Background: an optimization exercise with open tools, aiming at small area. Do not read the settings as production practice.
Only simulation tests tie the RTL to the original design; equivalence was not proved.
Power figures rest on the tool's default switching activity, not on a simulated workload.

==> design.v <==
`timescale 1ns / 1ps
module crc (
    input wire [31:0]               crcIn,
    input wire [31:0]               data,
    output wire [31:0]              crcOut
);
    wire [31:0] u = crcIn ^ data;
    wire t32 = u[2] ^ u[7];
    wire t33 = u[0] ^ u[22];
    wire t34 = u[3] ^ u[5];
    wire t35 = u[4] ^ t33;
    wire t36 = u[1] ^ u[23];
    wire t37 = u[10] ^ u[26];
    wire t38 = u[11] ^ u[27];
    wire t39 = u[17] ^ u[24];
    wire t40 = u[6] ^ u[25];
    wire t41 = u[14] ^ u[30];
    wire t42 = u[12] ^ u[28];
    wire t43 = u[13] ^ u[29];
    wire t44 = u[19] ^ u[31];
    wire t45 = u[8] ^ u[20];
    wire t46 = u[9] ^ t40;
    wire t47 = u[18] ^ u[26];
    wire t48 = u[18] ^ u[25];
    wire t49 = u[6] ^ u[16];
    wire t50 = u[3] ^ u[21];
    wire t51 = u[8] ^ t34;
    wire t52 = u[9] ^ t32;
    wire t53 = u[15] ^ t41;
    wire t54 = t36 ^ t37;
    wire t55 = u[5] ^ u[12];
    wire t56 = t39 ^ t43;
    wire t57 = u[0] ^ t42;
    wire t58 = t32 ^ t45;
    wire t59 = u[4] ^ u[24];
    wire t60 = u[7] ^ t38;
    wire t61 = u[21] ^ t51;
    wire t62 = u[30] ^ t38;
    wire t63 = u[13] ^ t35;
    wire t64 = u[19] ^ u[22];
    wire t65 = t48 ^ t53;
    wire t66 = u[23] ^ t49;
    wire t67 = u[2] ^ u[29];
    wire t68 = u[30] ^ t47;
    wire t69 = u[16] ^ t43;
    wire t70 = u[27] ^ t44;
    wire t71 = u[15] ^ u[28];
    wire t72 = t39 ^ t61;
    wire t73 = u[31] ^ t33;
    wire t74 = u[1] ^ u[11];
    wire t75 = u[15] ^ u[17];
    wire t76 = t52 ^ t66;
    wire t77 = t40 ^ t44;
    wire t78 = t41 ^ t70;
    wire t79 = u[24] ^ t50;
    wire t80 = u[20] ^ t57;
    wire t81 = u[2] ^ t35;
    wire t82 = u[14] ^ t52;
    wire t83 = u[14] ^ u[23];
    wire t84 = t55 ^ t58;
    wire t85 = u[20] ^ t59;
    wire t86 = t46 ^ t54;
    wire t87 = u[7] ^ t65;
    wire t88 = t35 ^ t49;
    wire t89 = t50 ^ t56;
    wire t90 = u[31] ^ t79;
    wire t91 = t37 ^ t48;
    wire t92 = t46 ^ t57;
    wire t93 = u[13] ^ t60;
    wire t94 = u[16] ^ u[25];
    wire t95 = t39 ^ t67;
    wire t96 = t32 ^ t77;
    wire t97 = t69 ^ t80;
    wire t98 = u[10] ^ t51;
    wire t99 = t71 ^ t76;
    wire t100 = u[27] ^ t64;
    wire t101 = u[7] ^ u[29];
    assign crcOut[0] = u[3] ^ u[26] ^ t36 ^ t58 ^ t88;
    assign crcOut[1] = u[4] ^ u[27] ^ t36 ^ t52 ^ t72;
    assign crcOut[2] = u[18] ^ u[24] ^ u[28] ^ t46 ^ t81 ^ t98;
    assign crcOut[3] = u[4] ^ u[11] ^ u[19] ^ t34 ^ t86 ^ t101;
    assign crcOut[4] = u[6] ^ t37 ^ t59 ^ t62 ^ t84;
    assign crcOut[5] = u[31] ^ t61 ^ t92 ^ t93;
    assign crcOut[6] = u[2] ^ u[3] ^ u[9] ^ u[10] ^ t83 ^ t97;
    assign crcOut[7] = u[4] ^ u[10] ^ t53 ^ t74 ^ t89;
    assign crcOut[8] = u[11] ^ u[16] ^ u[31] ^ t55 ^ t65 ^ t81;
    assign crcOut[9] = t44 ^ t63 ^ t75 ^ t84;
    assign crcOut[10] = u[5] ^ u[21] ^ t47 ^ t63 ^ t82;
    assign crcOut[11] = u[6] ^ u[14] ^ u[15] ^ t36 ^ t98 ^ t100;
    assign crcOut[12] = u[11] ^ t85 ^ t99;
    assign crcOut[13] = u[0] ^ u[10] ^ u[12] ^ t72 ^ t94 ^ t101;
    assign crcOut[14] = u[8] ^ u[17] ^ t46 ^ t63 ^ t68 ^ t74;
    assign crcOut[15] = u[18] ^ t54 ^ t55 ^ t70 ^ t82;
    assign crcOut[16] = u[16] ^ t54 ^ t59 ^ t64 ^ t71 ^ t93;
    assign crcOut[17] = u[5] ^ t38 ^ t42 ^ t45 ^ t83 ^ t94 ^ t95;
    assign crcOut[18] = u[15] ^ t68 ^ t89 ^ t92;
    assign crcOut[19] = u[1] ^ u[7] ^ t35 ^ t69 ^ t78 ^ t91;
    assign crcOut[20] = u[17] ^ u[28] ^ t34 ^ t44 ^ t53 ^ t60 ^ t88;
    assign crcOut[21] = t34 ^ t42 ^ t47 ^ t67 ^ t73 ^ t75;
    assign crcOut[22] = t43 ^ t58 ^ t68 ^ t100;
    assign crcOut[23] = u[0] ^ u[9] ^ u[23] ^ u[28] ^ t45 ^ t50 ^ t78;
    assign crcOut[24] = u[8] ^ u[29] ^ t37 ^ t90 ^ t99;
    assign crcOut[25] = u[20] ^ t62 ^ t86 ^ t95;
    assign crcOut[26] = t32 ^ t42 ^ t62 ^ t90 ^ t91;
    assign crcOut[27] = t36 ^ t38 ^ t96 ^ t97;
    assign crcOut[28] = u[21] ^ t35 ^ t41 ^ t42 ^ t56 ^ t66;
    assign crcOut[29] = u[5] ^ t36 ^ t56 ^ t73 ^ t87;
    assign crcOut[30] = u[3] ^ u[22] ^ t44 ^ t85 ^ t87;
    assign crcOut[31] = u[1] ^ u[15] ^ u[21] ^ t33 ^ t34 ^ t96;
endmodule
`timescale 1ns / 1ps
module PCIE_TX_ARB (
    input   wire                clk,
    input   wire                rst_n,
    input   wire    [3:0]       in_valid,
    output  wire    [3:0]       in_ready,
    input   wire    [127:0]     in_data,
    output  wire                out_valid,
    input   wire                out_ready,
    output  wire    [31:0]      out_data,
    output  wire    [31:0]      out_crc
);
    reg             valid;
    reg     [1:0]   lru;
    reg             dir;
    reg     [3:0]   cand;        
    reg     [31:0]  data;
    wire            load = ~valid | out_ready;
    wire            any  = |cand;
    wire    [3:0]   grant = cand & {4{load}};
    reg     [4:0]   wptr [0:3];
    reg     [4:0]   rptr [0:3];
    wire    [3:0]   full, wen, ne_n;
    genvar q, k;
    generate
        for (q = 0; q < 4; q = q + 1) begin : g_ptr
            wire [4:0] x  = wptr[q] ^ rptr[q];
            wire [4:0] r1 = rptr[q] + 5'd1;
            wire       ne   = |x;
            wire       one  = (wptr[q] == r1);
            assign full[q] = x[4] & ~|x[3:0];
            assign wen[q]  = in_valid[q] & ~full[q];
            assign ne_n[q] = wen[q] | (ne & ~(grant[q] & one));
            always @(posedge clk) begin
                if (!rst_n) begin
                    wptr[q] <= 5'd0;
                    rptr[q] <= 5'd0;
                end else begin
                    wptr[q] <= wptr[q] + {4'd0, wen[q]};
                    rptr[q] <= rptr[q] + {4'd0, grant[q]};
                end
            end
        end
    endgenerate
    assign in_ready = ~full;
    wire    [1:0]   g = {cand[3] | cand[2], cand[3] | cand[1]};
    wire    [1:0]   lru_g = dir ? {lru[0], 1'b0} - g : g;
    wire    [1:0]   lru_n = (load & any) ? lru_g : lru;
    wire            dir_n = load ? ~dir : dir;
    wire    [1:0]   s1 = dir_n ? lru_n - 2'd1 : lru_n + 2'd1;
    wire    [1:0]   s2 = lru_n + 2'd2;
    wire    [1:0]   s3 = dir_n ? lru_n + 2'd1 : lru_n - 2'd1;
    reg     [1:0]   gi;
    always @(*) begin
        if (ne_n[s1])      gi = s1;
        else if (ne_n[s2]) gi = s2;
        else if (ne_n[s3]) gi = s3;
        else               gi = lru_n;
    end
    wire            any_n = |ne_n;
    wire    [3:0]   cand_n = {4{any_n}} & (4'b0001 << gi);
    always @(posedge clk) begin
        if (!rst_n) begin
            valid <= 1'b0;
            lru   <= 2'd0;
            dir   <= 1'b0;
            cand  <= 4'd0;
        end else begin
            if (load)
                valid <= any;
            lru   <= lru_n;
            dir   <= dir_n;
            cand  <= cand_n;
        end
    end
    reg     [3:0]   rd_prev;
    always @(posedge clk)
        rd_prev <= grant & {4{rst_n}};
    wire    [31:0]  rd_term [0:63];
    generate
        for (q = 0; q < 4; q = q + 1) begin : g_q
            wire [31:0] wd = in_data[q*32 +: 32];
            wire [15:0] rdec;
            wire [15:0] wdec;
            for (k = 0; k < 16; k = k + 1) begin : g_dec
                assign rdec[k] = (rptr[q][3:0] == k);
                assign wdec[k] = (wptr[q][3:0] == k);
            end
            for (k = 0; k < 16; k = k + 1) begin : g_e
                wire we  = wen[q] & rst_n & wdec[k];
                wire hd  = ~(rd_prev[q] & rdec[(k+1)%16]) & rst_n;
                wire sel = cand[q] & rdec[k];
                reg  [31:0] m;
                always @(posedge clk)
                    m <= (m & {32{hd}}) | (wd & {32{we}});
                assign rd_term[q*16+k] = m & {32{sel}};
            end
        end
    endgenerate
    reg     [31:0]  rd_word;
    integer j;
    always @(*) begin
        rd_word = 32'd0;
        for (j = 0; j < 64; j = j + 1)
            rd_word = rd_word | rd_term[j];
    end
    always @(posedge clk)
        if (load & any)
            data <= rd_word;
    assign out_valid = valid;
    assign out_data  = data;
    reg     [31:0]  crc_q;
    wire    [31:0]  crc_next;
    crc u_crc (
        .crcIn  (crc_q),
        .data   (data),
        .crcOut (crc_next)
    );
    always @(posedge clk) begin
        if (!rst_n)
            crc_q <= 32'hFFFF_FFFF;
        else if (valid & out_ready)
            crc_q <= crc_next;
    end
    assign out_crc = crc_q;
endmodule
==> flow/run.sh <==
#!/bin/bash
# Layout flow: the standard ORFS flow with two changes:
#  - port buffers use the smallest buffer cell (buf_1) instead of the default pick;
#  - clock tree synthesis runs without dummy loads.
# Each tool's output goes to a log file in this folder.
set -o pipefail
cp standard.sh standard_sh_copy.txt
export BUFFER_PORTS_ARGS="-buffer_cell sky130_fd_sc_hd__buf_1"
export CTS_ARGS="-sink_clustering_enable -repair_clock_nets -sink_clustering_size 22 -sink_clustering_max_diameter 70 -dont_use_dummy_load"
bash standard.sh > standard_flow.log 2>&1
==> standard.sh <==
#!/bin/bash
# synth_recipe.tcl (not shown) runs the flow's synth.tcl, then flattens the netlist and writes it again
# the make line also repeats each setting of config.mk as NAME=value (left out here)
make -C /OpenROAD-flow-scripts/flow DESIGN_CONFIG=/design/flow/config.mk WORK_HOME=/design/flow/orfs CLKGATE_MAP_FILE= SYNTH_SCRIPT=/design/flow/synth_recipe.tcl "${@:-finish}"
==> config.mk <==
export PLATFORM = sky130hd
export DESIGN_NAME = PCIE_TX_ARB
export DESIGN_NICKNAME = PCIE_TX_ARB
export VERILOG_FILES = /design/flow/design.v
export SDC_FILE = /design/flow/constraint.sdc
export NUM_CORES = 4
export LEC_CHECK = 0
export CAP_MARGIN = 0
export CORE_MARGIN = 2
export CORE_UTILIZATION = 60
export CTS_CLUSTER_DIAMETER = 70
export CTS_CLUSTER_SIZE = 22
export SLEW_MARGIN = 0
==> constraint.sdc <==
create_clock -name core_clock -period 5.0 [get_ports {clk}]
set_input_delay 1.0000 -clock core_clock [delete_from_list [all_inputs] [get_ports {clk}]]
set_output_delay 1.0000 -clock core_clock [all_outputs]
set_load 0.01 [all_outputs]
==> results.cfg, run 1 <==
[route]
wl_per_cell_um = 46.2
first_iter_violations = 15030
route.antenna.remaining_nets = 0
via_per_inst = 8.52
totalWireLength_um = 406000
num_vias = 74866
route.detailed.drc = 0
dr.pass1.iters = 13

[die]
die_y_um = 372
initial_core_util_pct = 60.6
row_count = 134
die_w_um = 372
die_area_um2 = 138000
ios = 204
core-area_um2 = 134000

[power]
p_total_mw = 44.6
p_per_area_nw_per_um2 = 507
p_leak_nw = 33.0
irDropWorstVdd_mv = 0.831

[timing]
drv_slew = 24
setup_slack_ps = -69.9
rsz0062_at_grt = false
worst_slew_pin_slew_ps = 1500
max_slew_margin_pct = -0.278
hold_viol_final = 0
skew_ps = 94.5
finalSetupViolations = 1
fin_crit_sh_pct = 101
fmax_mhz = 197
min_period_ps = 5070

[layout]
final_area_um2 = 87900
drive_gt1_share_pct = 9.24
fin_cells = 8785
fin_util_pct = 65.7
syn2layout_area_growth_pct = 8.36
fillers = 10311
fin_nets = 7160

[synth]
synth_fa_ha_area_share_pct = 0.493
synth_compound_area_share_pct = 33.6
synthArstFlopShare_pct = 0
netlist_area_um2 = 81100
synth_edf_count = 32
synth_top_cell_by_area = dfxtp_1
ys_ff_latch = 2164
ys_types = 65
synthFlopType = dfxtp_1
synth-xor-area-share_pct = 3.30
yosys-top-cells-area = dfxtp_1 (53%), a22o_1 (25%), a22oi_1 (3.8%)
synth_top_family_by_area = compound AO/OA/AOI/OAI gates
syn_nets = 7432
synthMuxAreaShare_pct = 0
yosysTopAreaCellShare_pct = 52.6
yosys.area_share.simple_pct = 4.39
seq_area_frac_synth_pct = 53.8
synth_cells = 7265
synth.avg_cell_area_um2 = 11.2
yosys_warnings = 3
netlist_top_cells_count = a22o_1 (2,311), dfxtp_1 (2,132), clkbuf_1 (653), a22oi_1 (407), a221oi_1 (261)
synth_most_common_cell = a22o_1

[clock_tree]
cts_max_level = 4
clock_path_buffers = 3
clk_pin_slew_worst_paths_ps = 90
post_cts_buffers = 0
cts.sinks = 2164
ctsResizeCount = 0
numCtsBuffers = 130
clk_latency_ps = 830
cts_tree = yes
holdBufCountCts = 0
clockRootBuffer = clkbuf_16

[global_routing]
antenna_found_initial = 39
grt_pass1_wl_um = 553000
grt_max_degree = 64
overflow = 0
grt_pass1_vias = 68288
grt_use_total_pct = 57.0

[run_status]
failed_checks = capacitance limit, slew limit, setup timing
status = complete, but fails checks

[setup_path]
r2r_cells = 8
crit_arrival_ps = 5440
startpoint_type = register
required_ps = 5370
critical_path_class = register to register
end_kind = register
worst-r2r-setup-slack_ps = -70
worstPathMaxFanout = 17

[placed_design]
dp_hpwl_um = 247000
place_ws_ps = 656
dp_cells = 8629
gp_congestion = 0.987
numPortBuffers = 203
placed_cell_area_um2 = 84600

[run]
cap_violations = 1

[worst_hold_path]
holdPathStages = 1
hold_class = register to register
-- flip-flops by register name, summed over array words and instances (netlist names) --
signal	flops
rptr	20
valid	1
wptr	20
lru	2
rd_prev	4
dir	1
cand	4
data	32
g_q.g_e.m	2048
crc_q	32
-- cells in the final DEF, fill, tap and decap left out, types with 56 or more instances in the layout --
| master | Yosys | final |
|---|---|---|
| clkbuf_16 | 0 | 130 |
| a22o_1 | 2311 | 2311 |
| a221oi_1 | 261 | 261 |
| nand3_1 | 100 | 100 |
| buf_1 | 164 | 201 |
| a21boi_4 | 0 | 64 |
| buf_4 | 1 | 275 |
| a22oi_1 | 407 | 407 |
| nor2_4 | 0 | 73 |
| xnor2_1 | 231 | 231 |
| nand4_1 | 140 | 140 |
| dfxtp_1 | 2132 | 2132 |
| a222oi_1 | 65 | 65 |
| nand2_1 | 75 | 74 |
| xor2_1 | 56 | 56 |
-- metal layers --
metal,GRT usage (%),up-vias,wire length [um]
met2,73.8,8400,150000
li1,-,27831,-
met5,0.210,-,405
met1,69.9,36076,138000
met4,41.3,48,39700
met3,32.0,2511,78500
-- critical path, stage by stage (launching register included) --
cell and delay [ps]:
dfxtp_1 760, nand2b_1 490, nor2_4 320, buf_4 380, a22o_1 300, a221oi_1 370, nand4_1 320, nor4_1 990
nand4_1 680
-- power breakdown --
part | internal [mW] | switching [mW]
clock | 4.63 | 5.83
combinational | 6.18 | 9.27
sequential | 17.8 | 0.864
-- cell families after synthesis --
| kind of cell | count (synthesis) |
|---|---|
| XOR/XNOR | 297 |
| adder cells (fa/ha/maj) | 32 |
| buffers and inverters | 923 |
| AO/OA/AOI/OAI | 3183 |
| flip-flops | 2164 |
| AND/OR/NAND/NOR | 666 |
-- path summary, 6_finish.rpt --
path,end,startpoint
setup / recovery,data[7],rptr[0][2]
hold / removal,g_q[3].g_e[4].m[21],g_q[3].g_e[4].m[21]
setup reg to reg,data[7],rptr[0][2]
hold reg to reg,g_q[3].g_e[4].m[21],g_q[3].g_e[4].m[21]
-- stage by stage --
stage               hold slack, ps  setup TNS (ps)
floorplan                      441               0
global placement               455               0
detailed placement             455               0
CTS                            474               0
global route                   485               0
finish                         476           -69.9
-- final cells by class --
| cell class | instances | area [um^2] | share of cell area (%) |
|---|---|---|---|
| Antenna cell | 26 | 65.1 | 0.0740 |
| Timing Repair Buffer | 504 | 3350 | 3.81 |
| Clock buffer | 130 | 3250 | 3.70 |
| Inverter | 15 | 56.3 | 0.0640 |
| Multi-Input combinational cell | 4178 | 35300 | 40.2 |
| Tap cell | 1768 | 2210 | 2.52 |
| Sequential cell | 2164 | 43600 | 49.6 |
==> run 2: changes to the inputs <==
==> run.sh (new file) <==
#!/bin/bash
# synth_recipe.tcl (not shown) runs the flow's synth.tcl, then flattens the netlist and writes it again
# the make line also repeats each setting of config.mk as NAME=value (left out here)
make -C /OpenROAD-flow-scripts/flow DESIGN_CONFIG=/design/flow/config.mk WORK_HOME=/design/flow/orfs CLKGATE_MAP_FILE= SYNTH_SCRIPT=/design/flow/synth_recipe.tcl finish
--- a/config.mk
+++ b/config.mk
@@ -8,6 +8,6 @@
 export CAP_MARGIN = 0
 export CORE_MARGIN = 2
 export CORE_UTILIZATION = 60
-export CTS_CLUSTER_DIAMETER = 70
-export CTS_CLUSTER_SIZE = 22
+export CTS_CLUSTER_DIAMETER = 60
+export CTS_CLUSTER_SIZE = 30
 export SLEW_MARGIN = 0
removed: flow/run.sh
removed: standard.sh
==> results.cfg, run 2 <==
[setup_path]
crit_arrival_ps = 5280
critPathBufInv = 2
startpoint_type = register
crit_start = rptr[0][0]
required_ps = 5460
crit_slowest_cell = nor4_1
worstPathMaxFanout = 15
critPathTopFamily = simple AND/OR/NAND/NOR gates
path_common_cell = nand4_1
slowest_delay_ps = 910
reg2reg_from = rptr[0][0]
end_kind = register
crit_chain = inv_1 -> ha_1 -> nand2_1 -> nor2_4 -> buf_4 -> a22o_1 -> a221oi_1 -> nand4_1 -> nor4_1 -> nand4_1
critical_path_class = register to register

[placed_design]
placed_cell_area_um2 = 85700
gp_congestion = 1.00
numPortBuffers = 203
dp_hpwl_um = 248000
dp_cells = 8611

[layout]
drive_gt1_share_pct = 10.5
max_flop_register = g_q.g_e.m
largest_reg_flops = 2048
final_area_um2 = 90600
fillers = 10105
fin_nets = 7148
final_cell_mix = a22o_1 (2,311), dfxtp_1 (2,132), a22oi_1 (407)
final_common_cell = a22o_1
multiInputGateArea_um2 = 35300
top_regs = g_q.g_e.m: 2048 flops, crc_q: 32 flops, data: 32 flops
register_area_um2 = 43600
fin_cells = 8882
syn2layout_area_growth_pct = 11.6

[power]
irDropWorstVdd_mv = 0.910
p_leak_nw = 34.3
p_per_area_nw_per_um2 = 523
p_total_mw = 47.4

[synth]
seq_area_frac_synth_pct = 53.8
syn_nets = 7432
yosys-top-cells-area = dfxtp_1 (53%), a22o_1 (25%), a22oi_1 (3.8%)
synth_edf_count = 32
synth_most_common_cell = a22o_1
ys_types = 65
synthArstFlopShare_pct = 0
yosysTopAreaCellShare_pct = 52.6
ys_ff_latch = 2164
synth.avg_cell_area_um2 = 11.2
netlist_area_um2 = 81100
synthFlopType = dfxtp_1
yosys_warnings = 3
synth_top_cell_by_area = dfxtp_1
netlist_top_cells_count = a22o_1 (2,311), dfxtp_1 (2,132), clkbuf_1 (653), a22oi_1 (407), a221oi_1 (261)
synth_cells = 7265

[clock_tree]
cts.sinks = 2164
clock_path_buffers = 3
clk_latency_ps = 870
ctsResizeCount = 0
numCtsBuffers = 136
holdBufCountCts = 0
post_cts_buffers = 0
clk_pin_slew_worst_paths_ps = 100
clockRootBuffer = clkbuf_16
cts_max_level = 4
cts_tree = yes

[die]
die_w_um = 372
core-area_um2 = 134000
initial_core_util_pct = 60.6
row_count = 134
die_area_um2 = 138000
die_y_um = 372
ios = 204

[route]
via_per_inst = 8.42
route.antenna.remaining_nets = 0
wl_per_cell_um = 45.4
dr.pass1.iters = 8
first_iter_violations = 14828
num_vias = 74830
route.detailed.drc = 0
totalWireLength_um = 404000

[run_status]
status = timing/DRC/antenna clean

[global_routing]
overflow = 0
antenna_found_initial = 37
grt_pass1_vias = 68495
grt_use_total_pct = 56.6
grt_max_degree = 70
grt_pass1_wl_um = 551000

[timing]
max_slew_margin_pct = 3.80
worst_slew_pin_slew_ps = 1440
finalSetupViolations = 0
min_period_ps = 4820
fmax_mhz = 208
tns_ps = 0
drv_slew = 0
rsz0062_at_grt = false
fin_crit_sh_pct = 96.4
skew_ps = 60.6
hold_viol_final = 0

[worst_hold_path]
hold_class = register to register
hold_start = g_q[0].g_e[1].m[2]

[run]
cap_violations = 0
## run 2: cell counts after synthesis
No cell type changed its count.
## run 2: kinds of logic (layout without fill, tap and decap cells)
kind of cell | Yosys count | count (layout) | share of synthesized area (%)
other | 0 | 22 | 0
DFF | 2164 | 2164 | 53.8
and+or+nand+nor | 666 | 666 | 4.39
buffers and inverters | 923 | 750 | 4.42
AOI/OAI and AO/OA | 3183 | 3183 | 33.6
adders and majority gates | 32 | 32 | 0.493
xor gates and xnor gates | 297 | 297 | 3.30
## run 2: metal layers
layer	vias up	part of all wire (%)	GRT usage (%)
li1	27960	-	-
met1	35866	34	69.2
met2	8306	37	74.4
met3	2650	19	28.5
met4	48	11	45.0
met5	-	0.078	0
## run 2: worst register-to-register path, stage by stage (launching register included)
cell and delay [ps]:
dfxtp_1 460, inv_1 100, ha_1 360, nand2_1 340, nor2_4 280, buf_4 340
a22o_1 220, a221oi_1 540, nand4_1 410, nor4_1 910, nand4_1 480
## run 2: report_power, final
group          switching, mW  internal (mW)
combinational           9.17           6.57
sequential             0.859           17.8
clock                   6.92           6.04
total                   17.0           30.4
## run 2: layout make-up
| cell class | instances | share of cell area [%] |
|---|---|---|
| diodes | 22 | 0.0608 |
| repair buffers | 486 | 4.86 |
| flip-flops and latches | 2164 | 48.2 |
| clock buffers | 152 | 4.03 |
| well taps | 1768 | 2.44 |
| inverters | 15 | 0.0622 |
| multi-input cells | 4178 | 39.0 |
| clock inverters | 97 | 1.32 |
## run 2: final timing paths
check	endpoint	slack, ps	depth (start not counted)
setup / recovery	data[31]	180	10
setup reg to reg	data[31]	180	10
hold / removal	g_q[0].g_e[1].m[2]	480	1
hold reg to reg	g_q[0].g_e[1].m[2]	480	1
## run 2: stage by stage
stage | util, % | worst slack, ps | hold WS [ps]
global route | 67.7 | 266 | 488
CTS | 67.6 | 675 | 479
finish | 67.7 | 181 | 479
detailed placement | 64.0 | 868 | 454
floorplan | - | 1850 | 441
global placement | 64.0 | 894 | 455
==> run 3: changes to the inputs <==
==> flow/run.sh (new file) <==
#!/bin/bash
# Layout flow: the standard ORFS flow with two changes:
#  - (port buffers as in the standard flow)
#  - clock tree synthesis runs without dummy loads, with clkbuf_8 buffers.
# Each tool's output goes to a log file in this folder.
set -o pipefail
cp standard.sh standard_sh_copy.txt
export CTS_ARGS="-sink_clustering_enable -repair_clock_nets -sink_clustering_size 14 -sink_clustering_max_diameter 50 -dont_use_dummy_load -buf_list sky130_fd_sc_hd__clkbuf_8"
bash standard.sh > standard_flow.log 2>&1
==> standard.sh (new file) <==
#!/bin/bash
# synth_recipe.tcl (not shown) runs the flow's synth.tcl, then flattens the netlist and writes it again
# the make line also repeats each setting of config.mk as NAME=value (left out here)
make -C /OpenROAD-flow-scripts/flow DESIGN_CONFIG=/design/flow/config.mk WORK_HOME=/design/flow/orfs CLKGATE_MAP_FILE= SYNTH_SCRIPT=/design/flow/synth_recipe.tcl "${@:-finish}"
==> config.mk (replaced) <==
export PLATFORM = sky130hd
export DESIGN_NAME = PCIE_TX_ARB
export DESIGN_NICKNAME = PCIE_TX_ARB
export VERILOG_FILES = /design/flow/design.v
export SDC_FILE = /design/flow/constraint.sdc
export NUM_CORES = 4
export LEC_CHECK = 0
export CAP_MARGIN = 10
export CORE_MARGIN = 2
export CORE_UTILIZATION = 60
export CTS_CLUSTER_DIAMETER = 50
export CTS_CLUSTER_SIZE = 14
export SETUP_SLACK_MARGIN = 0.3
export SLEW_MARGIN = 10
removed: run.sh
==> results.cfg, run 3 <==
[run_status]
status = timing/DRC/antenna clean

[global_routing]
grt_max_degree = 70
grt_pass1_vias = 68689
grt_pass1_wl_um = 551000
antenna_found_initial = 33
overflow = 0
grt_use_total_pct = 56.6

[timing]
hold_viol_final = 0
tns_ps = 0
min_period_ps = 4810
whs_ps = 477
max_slew_margin_pct = 1.45
drv_slew = 0
fmax_mhz = 208
worst_slew_pin_slew_ps = 1470
rsz0062_at_grt = false
setup_slack_ps = 191
skew_ps = 88.9
finalSetupViolations = 0
fin_crit_sh_pct = 96.2

[die]
die_y_um = 372
core-area_um2 = 134000
initial_core_util_pct = 60.6
die_w_um = 372
die_area_um2 = 138000
row_count = 134
ios = 204

[synth]
netlist_top_cells_count = a22o_1 (2,311), dfxtp_1 (2,132), clkbuf_1 (653), a22oi_1 (407), a221oi_1 (261)
synth_most_common_cell = a22o_1
syn_nets = 7432
synthFlopType = dfxtp_1
synth_edf_count = 32
synthArstFlopShare_pct = 0
yosys_warnings = 3
ys_types = 65
yosysTopAreaCellShare_pct = 52.6
netlist_area_um2 = 81100
seq_area_frac_synth_pct = 53.8
synth_top_cell_by_area = dfxtp_1
yosys-top-cells-area = dfxtp_1 (53%), a22o_1 (25%), a22oi_1 (3.8%)
ys_ff_latch = 2164
synth.avg_cell_area_um2 = 11.2
synth_cells = 7265

[route]
dr.pass1.iters = 14
via_per_inst = 8.48
route.antenna.remaining_nets = 0
first_iter_violations = 14770
totalWireLength_um = 405000
num_vias = 74819
wl_per_cell_um = 45.8
route.detailed.drc = 0

[power]
p_total_mw = 43.7
irDropWorstVdd_mv = 0.895
p_per_area_nw_per_um2 = 495
p_leak_nw = 33.3

[layout]
register_area_um2 = 43600
drive_gt1_share_pct = 9.76
largest_reg_flops = 2048
multiInputGateArea_um2 = 35300
fin_nets = 7201
syn2layout_area_growth_pct = 8.84
final_cell_mix = a22o_1 (2,311), dfxtp_1 (2,132), a22oi_1 (407)
top_regs = g_q.g_e.m: 2048 flops, crc_q: 32 flops, data: 32 flops
max_flop_register = g_q.g_e.m
final_common_cell = a22o_1
fin_cells = 8825
fillers = 10388

[setup_path]
r2r_cells = 10
critical_path_class = register to register
crit_chain = inv_1 -> ha_1 -> nand2_1 -> nor2_4 -> buf_4 -> a22o_1 -> a221oi_1 -> nand4_1 -> nor4_1 -> nand4_1
worstPathMaxFanout = 15
startpoint_type = register
reg2reg_from = rptr[0][0]
path_common_cell = nand4_1
slowest_delay_ps = 940
crit_arrival_ps = 5390
reg2reg_to = data[31]
crit_slowest_cell = nor4_1
end_kind = register
worst-r2r-setup-slack_ps = 190
required_ps = 5580

[run]
cap_violations = 0

[worst_hold_path]
hold_class = register to register
holdPathStages = 1
holdPathEnd = g_q[3].g_e[5].m[29]
hold_start = g_q[3].g_e[5].m[29]

[clock_tree]
clockRootBuffer = clkbuf_8
clk_pin_slew_worst_paths_ps = 90
clk_latency_ps = 1000
holdBufCountCts = 0
cts_max_level = 4
cts.sinks = 2164
clock_path_buffers = 3
numCtsBuffers = 189
ctsResizeCount = 0
post_cts_buffers = 0
cts_tree = yes

[placed_design]
place_ws_ps = 868
numPortBuffers = 203
dp_hpwl_um = 248000
gp_congestion = 1.00
dp_cells = 8611
## run 3: where the power goes
group	leakage (nW)	internal (mW)	switching (mW)	total [mW]
logic	14.4	6.58	9.21	15.8
registers	17.5	17.8	0.878	18.7
clock network	1.36	3.36	5.86	9.21
total	33.3	27.7	15.9	43.7
## run 3: cell families (layout without fill, tap and decap cells)
kind of cell	after synthesis	in the layout	share of synthesized area (%)
AOI/OAI and AO/OA	3183	3183	33.6
xor gates and xnor gates	297	297	3.30
adders and majority gates	32	32	0.493
buffers and inverters	923	690	4.42
DFF	2164	2164	53.8
other	0	25	0
and+or+nand+nor	666	666	4.39
## run 3: layout make-up
type                            instances  share of cell area, %
Antenna cell                           25                 0.0708
Clock buffer                          189                   2.95
Inverter                               15                 0.0638
Multi-Input combinational cell       4178                   40.0
Sequential cell                      2164                   49.4
Tap cell                             1768                   2.50
Timing Repair Buffer                  486                   4.99
## run 3: worst max path at each step
stage / startpoint / end / slack, ps / cells past startpoint
floorplan: out_ready / cand[1] / 1850 / 9
global route: rptr[0][0] / data[31] / 370 / 10
CTS: wptr[0][2] / in_ready[0] / 570 / 4
global placement: rptr[0][0] / data[31] / 890 / 10
finish: rptr[0][0] / data[31] / 190 / 10
detailed placement: rptr[0][0] / data[31] / 870 / 10
## run 3: per-layer routing
layer	part of all wire [%]	vias to the layer above	global-route usage (%)
met5	0.050	-	0
met4	10	32	44.9
met3	19	2639	28.4
met2	37	8444	74.4
met1	34	35835	69.1
li1	-	27869	-
## run 3: critical path: cells and delay by family, from the launching register on
family / cells / cell delay, ps
AND/OR/NAND/NOR: 5 / 2420
AO/OA/AOI/OAI: 2 / 750
buffers and inverters: 2 / 430
adder cells (fa/ha/maj): 1 / 370
flip-flops: 1 / 460
## run 3: through the flow
step           util, %  area [um^2]
3_3_place_gp      64.0        85700
4_1_cts           66.0        88300
3_5_place_dp      64.0        85700
5_1_grt           66.0        88300
2_1_floorplan        -        81100
6_report          66.0        88300
==> run 4: changes to the inputs <==
--- a/flow/run.sh
+++ b/flow/run.sh
@@ -1,6 +1,5 @@
 #!/bin/bash
-# Layout flow: the standard ORFS flow with two changes:
-#  - (port buffers as in the standard flow)
+# Layout flow: the standard ORFS flow with one change:
 #  - clock tree synthesis runs without dummy loads, with clkbuf_8 buffers.
 # Each tool's output goes to a log file in this folder.
 set -o pipefail
--- a/config.mk
+++ b/config.mk
@@ -7,7 +7,7 @@
 export LEC_CHECK = 0
 export CAP_MARGIN = 10
 export CORE_MARGIN = 2
-export CORE_UTILIZATION = 60
+export CORE_UTILIZATION = 65
 export CTS_CLUSTER_DIAMETER = 50
 export CTS_CLUSTER_SIZE = 14
 export SETUP_SLACK_MARGIN = 0.3
==> results.cfg, run 4 <==
[run_status]
status = timing/DRC/antenna clean

[die]
ios = 204
die_w_um = 357
core-area_um2 = 124000
die_area_um2 = 128000
die_y_um = 357
row_count = 129
initial_core_util_pct = 65.5

[timing]
drv_slew = 0
setup_slack_ps = 393
whs_ps = 479
tns_ps = 0
fin_crit_sh_pct = 92.1
worst_slew_pin_slew_ps = 1400
finalSetupViolations = 0
min_period_ps = 4610
hold_viol_final = 0
rsz0062_at_grt = false
max_slew_margin_pct = 6.30
skew_ps = 128
fmax_mhz = 217

[setup_path]
required_ps = 5590
startpoint_type = register
worst-r2r-setup-slack_ps = 390
critical_path_class = register to register
end_kind = register
worstPathMaxFanout = 17
crit_arrival_ps = 5200

[route]
via_per_inst = 8.65
num_vias = 75079
route.antenna.remaining_nets = 0
wl_per_cell_um = 45.3
route.detailed.drc = 0
dr.pass1.iters = 12
first_iter_violations = 16145
totalWireLength_um = 393000

[layout]
drive_gt1_share_pct = 9.60
max_flop_register = g_q.g_e.m
final_common_cell = a22o_1
fin_nets = 7188
syn2layout_area_growth_pct = 8.38
largest_reg_flops = 2048
top_regs = g_q.g_e.m: 2048 flops, crc_q: 32 flops, data: 32 flops
final_cell_mix = a22o_1 (2,311), dfxtp_1 (2,132), a22oi_1 (407)

[placed_design]
dp_hpwl_um = 238000
place_ws_ps = 902
numPortBuffers = 203
gp_congestion = 1.02

[clock_tree]
clk_latency_ps = 1030
post_cts_buffers = 0
cts.sinks = 2164
holdBufCountCts = 0
cts_tree = yes
cts_max_level = 4
clk_pin_slew_worst_paths_ps = 80
numCtsBuffers = 187
ctsResizeCount = 0
clockRootBuffer = clkbuf_8
clock_path_buffers = 3

[synth]
yosysTopAreaCellShare_pct = 52.6
synthFlopType = dfxtp_1
synth_top_cell_by_area = dfxtp_1
yosys_warnings = 3
synthArstFlopShare_pct = 0
seq_area_frac_synth_pct = 53.8
syn_nets = 7432
synth.avg_cell_area_um2 = 11.2
ys_types = 65
synth_cells = 7265
netlist_area_um2 = 81100
netlist_top_cells_count = a22o_1 (2,311), dfxtp_1 (2,132), clkbuf_1 (653), a22oi_1 (407), a221oi_1 (261)
synth_edf_count = 32
yosys-top-cells-area = dfxtp_1 (53%), a22o_1 (25%), a22oi_1 (3.8%)
ys_ff_latch = 2164
synth_most_common_cell = a22o_1

[global_routing]
grt_pass1_vias = 69275
overflow = 0
grt_use_total_pct = 59.6
grt_pass1_wl_um = 541000
grt_max_degree = 64
antenna_found_initial = 36

[power]
seqPwrFrac_pct = 42.3
comb_power_share_pct = 37.1
pwr-share-clk_pct = 20.6
p_per_area_nw_per_um2 = 501
switching_share_pct = 37.3
p_leak_nw = 33.2
p_int_mw = 27.6
irDropWorstVdd_mv = 1.08
p_switching_mw = 16.4

[run]
cap_violations = 0

[worst_hold_path]
hold_class = register to register
## run 4: final cells by class
class                      instances  area [um^2]
sequential                      2164        43600
fill                            8947        35900
multi-input combinational       4178        35300
timing repair buffer             475         4230
clock buffer                     187         2570
tap                             1637         2050
inverter                          15         56.3
antenna                           19         47.5
## run 4: critical path, cell delays in order, from the launching register on
cell and delay [ps]:
dfxtp_1 460, inv_1 100, ha_1 350, nand2_1 350, nor2_4 280, buf_4 320, a22o_1 200, a221oi_1 280
nand4_1 540, nor4_1 880, nand4_1 490
## run 4: cells by family after synthesis
family	Yosys count	synth area share [%]
DFF	2164	53.8
buffers and inverters	923	4.42
AOI/OAI and AO/OA	3183	33.6
xor gates and xnor gates	297	3.30
and+or+nand+nor	666	4.39
adders and majority gates	32	0.493
## run 4: worst paths after layout
| path | start | endpoint | cells after the start |
|---|---|---|---|
| max reg2reg | rptr[0][0] | data[31] | 10 |
| max | rptr[0][0] | data[31] | 10 |
| min | g_q[1].g_e[11].m[31] | g_q[1].g_e[11].m[31] | 1 |
| min reg2reg | g_q[1].g_e[11].m[31] | g_q[1].g_e[11].m[31] | 1 |
## run 4: power groups by stage
stage	clock network (mW)	registers [mW]	logic, mW
floorplan	0	18.6	10.7
global placement	0	19.0	15.8
detailed placement	0	19.0	15.6
CTS	8.87	18.6	15.8
global route	9.53	18.6	16.8
finish	9.11	18.7	16.3
## run 4: per-stage QoR
stage | utilization, % | cells | cell area [um^2] | total power [mW]
CTS | 71.0 | 8655 | 87900 | 43.2
finish | 71.0 | 8675 | 87900 | 44.1
global route | 71.0 | 8662 | 87900 | 45.0
global placement | 68.9 | 8467 | 85300 | 34.8
floorplan | - | 7265 | 81100 | 29.3
detailed placement | 68.9 | 8468 | 85300 | 34.6
## run 4: metal layers
| layer | vias up | global-route usage, % | share of wire [%] |
|---|---|---|---|
| met5 | - | 1.41 | 0.12 |
| met4 | 45 | 45.7 | 11 |
| met3 | 3015 | 35.0 | 20 |
| met2 | 8811 | 76.4 | 36 |
| met1 | 35360 | 71.9 | 33 |
| li1 | 27848 | - | - |

==> re-timing with driven ports <==
No port has a modelled driver above. Below, the same layouts with a new extraction and two added sets of constraints.
Step 1 (the two cells are an assumption about what drives the block):
set clk [get_ports {clk}]
set_driving_cell -lib_cell sky130_fd_sc_hd__clkbuf_16 $clk
set_driving_cell -lib_cell sky130_fd_sc_hd__buf_2 [delete_from_list [all_inputs] $clk]
Step 2 adds t to the input delays and takes it off the output delays; t is the mean of the earliest and latest rising clock arrival at the registers after step 1. Input paths then give back, and output paths get back, about the clock's delay inside the block.
Slacks: ideal ports / drivers / drivers and shift; pairs: ideal ports / drivers.
run | shift t [ns] | setup slack, ns | worst slew at a driven data input, ns
run 1 | 0.871 | -0.070 / -0.070 / -0.070 | 0.27
run 2 | 0.931 | 0.181 / 0.181 / 0.181 | 0.26
run 3 | 1.038 | 0.191 / 0.191 / 0.191 | 0.26
run 4 | 1.048 | 0.393 / 0.393 / 0.393 | 0.28
